Source: an optimization exercise on an open RTL-to-GDS flow (aim: small area). Production flows keep margins and buffers that such runs may drop.
Function was checked by simulation only, so behaviour that the tests miss may differ from the original.
Power is estimated from default activity; no workload was simulated.

==> flow/design.v <==
module clk_gen(
    input  logic clk, rst,
    input  logic [16:0] i_baud,
    output logic o_tx_tick, o_rx_tick
);
logic b48, b14, b19, b38, b57;
assign b48 = (i_baud == 17'd4800);
assign b14 = (i_baud == 17'd14400);
assign b19 = (i_baud == 17'd19200);
assign b38 = (i_baud == 17'd38400);
assign b57 = (i_baud == 17'd57600);
logic [12:0] tx_rl;
logic [8:0]  rx_rl;
always_comb begin
    if (b48)      begin tx_rl = 13'd5209; rx_rl = 9'd325; end
    else if (b14) begin tx_rl = 13'd1737; rx_rl = 9'd108; end
    else if (b19) begin tx_rl = 13'd1303; rx_rl = 9'd81;  end
    else if (b38) begin tx_rl = 13'd652;  rx_rl = 9'd40;  end
    else if (b57) begin tx_rl = 13'd435;  rx_rl = 9'd27;  end
    else          begin tx_rl = 13'd2605; rx_rl = 9'd162; end
end
logic [12:0] tx_cnt;
logic [8:0]  rx_cnt;
logic tx_ph, rx_ph;
logic tx_tc, rx_tc;
assign tx_tc = (tx_cnt == 13'd0);
assign rx_tc = (rx_cnt == 9'd0);
always_ff @(posedge clk) begin
    if (rst || tx_tc) tx_cnt <= tx_rl;
    else              tx_cnt <= tx_cnt - 13'd1;
    if (rst)          tx_ph <= 1'b0;
    else if (tx_tc)   tx_ph <= ~tx_ph;
end
always_ff @(posedge clk) begin
    if (rst)        rx_cnt <= 9'd0;
    else if (rx_tc) rx_cnt <= rx_rl;
    else            rx_cnt <= rx_cnt - 9'd1;
    if (rst)        rx_ph <= 1'b0;
    else if (rx_tc) rx_ph <= ~rx_ph;
end
assign o_tx_tick = tx_tc & ~tx_ph;
assign o_rx_tick = rx_tc & ~rx_ph;
endmodule
module uart_tx(
    input  logic clk, rst, i_tx_tick, i_tx_str,
    input  logic [7:0] i_tx_data,
    input  logic [3:0] i_len,
    input  logic i_parity_ty,
    input  logic i_parity_en,
    input  logic i_stop2,
    output logic o_tx, o_tx_done, o_tx_er
);
localparam logic [3:0] IDLE = 4'b0000, START = 4'b0001, PAR = 4'b0010,
                       STOP1 = 4'b0011, STOP2 = 4'b0100, DONE = 4'b0101;
logic [3:0] st, nx;
logic [7:0] tx_reg;
logic par;
logic last;
assign last = st[2] & (st[1:0] + 2'd1 == i_len[1:0]);
always_comb begin
    nx = st;
    o_tx = 1'b1;
    if (st[3]) begin
        o_tx = tx_reg[st[2:0]];
        if (last) nx = i_parity_en ? PAR : STOP1;
        else      nx = st + 4'd1;
    end else begin
        case (st)
            IDLE:  nx = i_tx_str ? START : IDLE;
            START: begin o_tx = 1'b0; nx = 4'b1000; end
            PAR:   begin o_tx = par; nx = STOP1; end
            STOP1: nx = i_stop2 ? STOP2 : DONE;
            STOP2: nx = DONE;
            default: nx = IDLE;
        endcase
    end
end
assign o_tx_done = (st == DONE);
assign o_tx_er = 1'b0;
always_ff @(posedge clk) begin
    if (rst)            st <= IDLE;
    else if (i_tx_tick) st <= nx;
end
always_ff @(posedge clk) begin
    if (i_tx_tick) begin
        if (st == START) tx_reg <= i_tx_data;
        if (st[3]) par <= par ^ o_tx;
        else       par <= ~i_parity_ty;
    end
end
endmodule
module uart_rx(
    input  logic clk, rst, i_rx_tick, i_rx, i_rx_str,
    input  logic [3:0] i_len,
    input  logic i_parity_ty, i_parity_en,
    input  logic i_stop2,
    output logic [7:0] o_rx,
    output logic o_rx_done,
    output logic o_rx_er
);
localparam logic [3:0] IDLE = 4'b0000, START = 4'b0001, PAR = 4'b0010,
                       STOP1 = 4'b0011, STOP2 = 4'b0100, DONE = 4'b0101;
logic [3:0] st, nx;
logic [3:0] cnt;
logic [7:0] dt;
logic acc;
logic mid, fin;
assign mid = (cnt == 4'd7);
assign fin = (cnt == 4'd15);
always_comb begin
    nx = st;
    if (st[3]) begin
        if (fin) begin
            if (st[2:0] == 3'd7) nx = i_parity_en ? PAR : STOP1;
            else                 nx = st + 4'd1;
        end
    end else begin
        case (st)
            IDLE:  nx = (i_rx_str && !i_rx) ? START : IDLE;
            START: if (mid && i_rx) nx = IDLE;
                   else if (fin) nx = {2'b10, i_len[1] ^ i_len[0], i_len[0]};
            PAR:   if (fin) nx = STOP1;
            STOP1: if (fin) nx = i_stop2 ? STOP2 : DONE;
            STOP2: if (fin) nx = DONE;
            default: nx = IDLE;
        endcase
    end
end
always_ff @(posedge clk) begin
    if (rst)            st <= IDLE;
    else if (i_rx_tick) st <= nx;
end
always_ff @(posedge clk) begin
    if (i_rx_tick) begin
        if (st == IDLE) cnt <= 4'd0;
        else            cnt <= cnt + 4'd1;
    end
end
always_ff @(posedge clk) begin
    if (i_rx_tick && mid && st[3]) begin
        dt[3:0] <= dt[4:1];
        dt[4] <= (i_len[1:0] == 2'b01) ? i_rx : dt[5];
        dt[5] <= (i_len[1:0] == 2'b10) ? i_rx : dt[6];
        dt[6] <= (i_len[1:0] == 2'b11) ? i_rx : dt[7];
        dt[7] <= (i_len[1:0] == 2'b00) ? i_rx : 1'b0;
    end
end
always_ff @(posedge clk) begin
    if (i_rx_tick) begin
        if (st == IDLE) acc <= ~i_parity_ty;
        else if (mid) begin
            if (st[3])         acc <= i_parity_en & (acc ^ i_rx);
            else if (st == PAR) acc <= acc ^ i_rx;
            else if (st == STOP1 || st == STOP2) acc <= acc | ~i_rx;
        end
    end
end
assign o_rx = dt;
assign o_rx_done = (st == DONE);
assign o_rx_er = acc;
endmodule
 module uart_top(
    input  logic clk, rst,
    input  logic [7:0] i_tx_data,
    input  logic [3:0] i_len,
    input  logic [16:0] i_baud,  
    input  logic i_tx_str, i_rx_str, 
    input  logic i_parity_ty, i_parity_en, i_stop2,
    input  logic i_rx,
    output logic o_tx,
    output logic o_tx_done, o_rx_done,
    output logic o_tx_er, o_rx_er,
    output logic [7:0] o_rx 
 );
 logic tx_tick, rx_tick;
 clk_gen c_gen (clk, rst, i_baud, tx_tick, rx_tick);
 uart_tx u_tx (clk, rst, tx_tick, i_tx_str, i_tx_data, i_len, i_parity_ty, i_parity_en, i_stop2, o_tx, o_tx_done, o_tx_er);
 uart_rx u_rx (clk, rst, rx_tick, i_rx, i_rx_str, i_len, i_parity_ty, i_parity_en, i_stop2, o_rx, o_rx_done, o_rx_er);
 endmodule
make LEC_CHECK=0 CAP_MARGIN=20 CORE_MARGIN=2 CORE_UTILIZATION=40 SLEW_MARGIN=20 finish   # period 20.0 ns
run.sh (not shown) runs the stock make flow with config.mk's settings and CLKGATE_MAP_FILE= SYNTH_SCRIPT=/design/flow/synth_recipe.tcl, a recipe that flattens the netlist after the stock synthesis.
The first run finished with timing, DRC and antenna clean.
Then changed:
--- a/flow/design.v
+++ b/flow/design.v
@@ -7,37 +7,36 @@
 assign b48 = (i_baud == 17'd4800);
 assign b14 = (i_baud == 17'd14400);
 assign b19 = (i_baud == 17'd19200);
 assign b38 = (i_baud == 17'd38400);
 assign b57 = (i_baud == 17'd57600);
 logic [12:0] tx_rl;
-logic [8:0]  rx_rl;
+logic [8:0] rx_rl;
 always_comb begin
-    if (b48)      begin tx_rl = 13'd5209; rx_rl = 9'd325; end
-    else if (b14) begin tx_rl = 13'd1737; rx_rl = 9'd108; end
-    else if (b19) begin tx_rl = 13'd1303; rx_rl = 9'd81;  end
-    else if (b38) begin tx_rl = 13'd652;  rx_rl = 9'd40;  end
-    else if (b57) begin tx_rl = 13'd435;  rx_rl = 9'd27;  end
-    else          begin tx_rl = 13'd2605; rx_rl = 9'd162; end
+    if (b48) begin tx_rl = 13'd7305; rx_rl = 9'd300; end
+    else if (b14) begin tx_rl = 13'd2776; rx_rl = 9'd395; end
+    else if (b19) begin tx_rl = 13'd4497; rx_rl = 9'd315; end
+    else if (b38) begin tx_rl = 13'd2399; rx_rl = 9'd142; end
+    else if (b57) begin tx_rl = 13'd4219; rx_rl = 9'd213; end
+    else begin tx_rl = 13'd2935; rx_rl = 9'd493; end
 end
-logic [12:0] tx_cnt;
-logic [8:0]  rx_cnt;
-logic tx_ph, rx_ph;
-logic tx_tc, rx_tc;
-assign tx_tc = (tx_cnt == 13'd0);
-assign rx_tc = (rx_cnt == 9'd0);
+logic [12:0] tx_s;
+logic [8:0] rx_s;
+logic tx_ph, rx_ph, tx_tc, rx_tc;
+assign tx_tc = (tx_s == 13'd1);
+assign rx_tc = (rx_s == 9'd1);
 always_ff @(posedge clk) begin
-    if (rst || tx_tc) tx_cnt <= tx_rl;
-    else              tx_cnt <= tx_cnt - 13'd1;
+    if (rst || tx_tc) tx_s <= tx_rl;
+    else              tx_s <= {tx_s[11:0], tx_s[0] ^ tx_s[2] ^ tx_s[3] ^ tx_s[12]};
     if (rst)          tx_ph <= 1'b0;
     else if (tx_tc)   tx_ph <= ~tx_ph;
 end
 always_ff @(posedge clk) begin
-    if (rst)        rx_cnt <= 9'd0;
-    else if (rx_tc) rx_cnt <= rx_rl;
-    else            rx_cnt <= rx_cnt - 9'd1;
+    if (rst)        rx_s <= 9'd1;
+    else if (rx_tc) rx_s <= rx_rl;
+    else            rx_s <= {rx_s[7:0], rx_s[4] ^ rx_s[8]};
     if (rst)        rx_ph <= 1'b0;
     else if (rx_tc) rx_ph <= ~rx_ph;
 end
 assign o_tx_tick = tx_tc & ~tx_ph;
 assign o_rx_tick = rx_tc & ~rx_ph;
 endmodule
Final cell count drops by 6.3%.
Final area decreases by 5.4%.
Worst setup slack got worse by 0.054 ns.
Synthesized cell count shrinks by 8.5%.
Power came out lower by 11%.
Combinational power decreases by 26%.
Utilization went up by 0.77 points.
Register-to-register slack improved by 0.58 ns.
Die area drops by 6.2%.
Wire length shrinks by 4.1%.
Critical path depth rose by 1.
Non-clock buffer count grows by 1.

-- static timing again, ports no longer ideal --
How much do the figures lean on ideal ports? The routed layouts below were timed once more, with nothing changed but the port constraints.
Step 1, drivers: a clkbuf_16 drives clk and a buf_2 each remaining input, both assumed.
Step 2 times the ports against the registers' clock, not the clock port: input delays grow and output delays shrink by t, the midpoint of the rising clock arrivals with the driver on.
Three values: ideal, step 1, step 2; two values: the first two.
run | t, ns | setup WS [ns] | latest minus earliest clock arrival (ns) | worst slew at a driven data input, ns
the first run | 0.328 | 13.763 / 13.733 / 14.008 | 0.007 / 0.007 | 0.03
the second run | 0.335 | 13.709 / 13.677 / 13.942 | 0.009 / 0.009 | 0.03
After both steps setup and hold are still met in every run listed.
